What follows belongs to an exercise in optimizing a design on an open flow for small area, a short achievable clock period and few clock cycles per item; a production flow would make more cautious choices. Only simulation tests tie the RTL to the original design; equivalence was not proved.

== v28 ==
// layernorm
module layernorm #(
  parameter DIM = 64
) (
  input  wire        clk_i,
  input  wire        rst_i,
  input  wire        start_i,
  input  wire [DIM*16-1:0] x_i,
  output reg  [5:0]  w_sel_o,
  output reg  [6:0]  w_addr_o,
  input  wire [7:0]  w_data_i,
  input  wire [5:0]  gamma_sel_i,
  input  wire [15:0] gamma_scale_i,
  input  wire [15:0] beta_scale_i,
  output reg  [DIM*16-1:0] y_o,
  output reg               done_o,
  output reg               busy_o
);
export LEC_CHECK = 0
export ABC_AREA = 1
export CAP_MARGIN = 20
export CELL_PAD_IN_SITES_DETAIL_PLACEMENT = 1
export CELL_PAD_IN_SITES_GLOBAL_PLACEMENT = 2
export CORE_AREA = 4 4 1096 341
export DIE_AREA = 0 0 1100 345
export PLACE_DENSITY = 0.35
export SETUP_SLACK_MARGIN = 3
export SLEW_MARGIN = 20
export SYNTH_MEMORY_MAX_BITS = 16384
create_clock -name core_clock -period 65.0 [get_ports {clk_i}]
standard.sh (not shown) runs the stock make flow with config.mk's settings and CLKGATE_MAP_FILE= SYNTH_SCRIPT=/design/flow/synth_recipe.tcl, a recipe that flattens the netlist after the stock synthesis.
==> flow/flow/run.sh <==
#!/bin/bash
# The standard layout (standard.sh, unchanged synthesis and SDC), with
#  - every input and output port still buffered, with a plain buf_1 instead
#    of the delay buffer buffer_ports picks by default.
# The clock period and constraints are the design's.
set -euo pipefail
MARGIN=$(cat flow/margin.txt)
bash standard.sh SETUP_SLACK_MARGIN=$MARGIN TNS_END_PERCENT=0 \
  "BUFFER_PORTS_ARGS=-buffer_cell sky130_fd_sc_hd__buf_1" finish > standard.log 2>&1
==> flow/flow/margin.txt <==
49
Testbench counts of v28, summed over its fixed seeds: cycles 33,800, items 256.
For v25, these inputs were changed with respect to v28:
diff --git a/flow/flow/run.sh b/flow/flow/run.sh
--- a/flow/flow/run.sh
+++ b/flow/flow/run.sh
@@ -8 +8 @@
-bash standard.sh SETUP_SLACK_MARGIN=$MARGIN TNS_END_PERCENT=0 \
+bash standard.sh SETUP_SLACK_MARGIN=$MARGIN \
==> flow/flow/margin.txt <==
50
Findings:
- Per the comparison of v25 with v28, total number of clock tree sinks did not really move.
- Diff v28 -> v25: first-pass GRT wire length increased by about 1.4% relative to the old numbers, count of vias placed by the detailed router grew by about 1.7%, non-clock buffering overhead in the final layout up 1.6 points.
- v25 vs. v28: overall routed net length shows an increase of about 1.3%, synthesis-to-layout area growth shows an increase of 6.2 points.
- ~same hold slack in v28 and v25
- Final cell count without fillers for v25: 1.3% up relative to v28

* * *

Another version of the RTL of layernorm (not shown whole).
For scale: ~11,000 cells after synthesis, about 1,200 flip-flops, about 2,100 I/O pins, about 77,000 um^2 of cells after synthesis.
==> flow/config.mk <==
export PLATFORM = sky130hd
export DESIGN_NAME = layernorm
export DESIGN_NICKNAME = layernorm
export VERILOG_FILES = /design/flow/design.v
export SDC_FILE = /design/flow/constraint.sdc
export NUM_CORES = 4
export LEC_CHECK = 0
export ABC_AREA = 1
export CAP_MARGIN = 20
export CELL_PAD_IN_SITES_DETAIL_PLACEMENT = 1
export CELL_PAD_IN_SITES_GLOBAL_PLACEMENT = 2
export CORE_AREA = 4 4 1096 341
export DIE_AREA = 0 0 1100 345
export PLACE_DENSITY = 0.35
export SETUP_SLACK_MARGIN = 3
export SLEW_MARGIN = 20
export SYNTH_MEMORY_MAX_BITS = 16384
==> flow/constraint.sdc <==
create_clock -name core_clock -period 65.0 [get_ports {clk_i}]
set_input_delay 13.0000 -clock core_clock [delete_from_list [all_inputs] [get_ports {clk_i}]]
set_output_delay 13.0000 -clock core_clock [all_outputs]
set_load 0.01 [all_outputs]
==> flow/flow/run.sh <==
#!/bin/bash
# The standard layout (standard.sh, unchanged synthesis and SDC), with
#  - every input and output port still buffered, with a plain buf_1 instead
#    of the delay buffer buffer_ports picks by default.
# The clock period and constraints are the design's.
set -euo pipefail
MARGIN=$(cat flow/margin.txt)
bash standard.sh SETUP_SLACK_MARGIN=$MARGIN \
  "BUFFER_PORTS_ARGS=-buffer_cell sky130_fd_sc_hd__buf_1" finish > standard.log 2>&1
==> flow/flow/margin.txt <==
48
Testbench counts at the start, summed over its fixed seeds: cycles 33,800, items 256.
Next try:
==> flow/flow/run.sh (replaced) <==
#!/bin/bash
set -euo pipefail
MARGIN=$(cat flow/margin.txt)
bash standard.sh SETUP_SLACK_MARGIN=$MARGIN finish > standard.log 2>&1
After rerunning: Cell area rose by 12%; core utilization climbs by 3.4 points; hold slack gets better by 0.029 ns.
Next try:
==> flow/flow/run.sh (replaced) <==
#!/bin/bash
# The standard layout (standard.sh, unchanged synthesis and SDC), with
#  - every input and output port still buffered, with a plain buf_1 instead
#    of the delay buffer buffer_ports picks by default.
# The clock period and constraints are the design's.
set -euo pipefail
MARGIN=$(cat flow/margin.txt)
bash standard.sh SETUP_SLACK_MARGIN=$MARGIN \
  "BUFFER_PORTS_ARGS=-buffer_cell sky130_fd_sc_hd__buf_1" finish > standard.log 2>&1
==> flow/flow/margin.txt (replaced) <==
49
What happened: Count of clock-buffer cells in the layout went down by 7. Die area does not change. Worst setup slack gains 0.22 ns. Hold slack degrades by 0.017 ns. Register-to-register slack is better by 0.22 ns. Via count is higher by about 0.8%.
Next try:
==> flow/flow/margin.txt (replaced) <==
48
CORE_AREA = 4 4 718 718   (was 4 4 1096 341)
DIE_AREA = 0 0 722 722   (was 0 0 1100 345)
Outcome:
- routed wire length rose by about 9%
- flip-flop and latch count stays the same
- critical path depth fell by 7
- utilization fell by 8.0 points
- via count fell by about 1.8%
- setup slack gets worse by 0.23 ns
- cell area rose by about 0.57%
- area after synthesis does not change

==> what the ideal ports hide <==
The flow's constraints put no driver on any port. The routed layouts listed below were extracted and timed again, unchanged, in two steps.
Step 1 sets driving cells, clkbuf_16 on the clock port and buf_2 on the other inputs (assumed; they add their load-dependent delay and slew).
Step 2 also shifts input and output timing later by t, the mid clock arrival at the registers, as if the neighbouring blocks saw the same clock.
Slacks: no drivers / after step 1 / after step 2; pairs: no drivers / after step 1.
run | shift t [ns] | slack for setup (ns) | worst hold slack (ns) | clock arrival spread, ns | pins driven straight from the clock port
v28 | 0.990 | 49.536 / 49.536 / 48.930 | 0.309 / 0.309 / 0.309 | 0.077 / 0.077 | 1
v25 | 0.997 | 49.825 / 49.838 / 48.903 | 0.310 / 0.310 / 0.310 | 0.083 / 0.083 | 1
the first run of note 2 | 1.014 | 48.279 / 48.279 / 48.279 | 0.304 / 0.304 / 0.304 | 0.058 / 0.058 | 1
the second run of note 2 | 1.009 | 48.123 / 48.123 / 48.123 | 0.333 / 0.333 / 0.333 | 0.086 / 0.086 | 1
the third run of note 2 | 0.998 | 48.347 / 48.347 / 48.347 | 0.316 / 0.316 / 0.316 | 0.093 / 0.093 | 1
the fourth run of note 2 | 0.956 | 48.112 / 48.112 / 48.112 | 0.304 / 0.304 / 0.304 | 0.079 / 0.079 | 1
After both steps every run listed still meets setup and hold. The setup slack of v25, which loses most, moves by +0.013 ns with the drivers and by -0.922 ns with both steps.
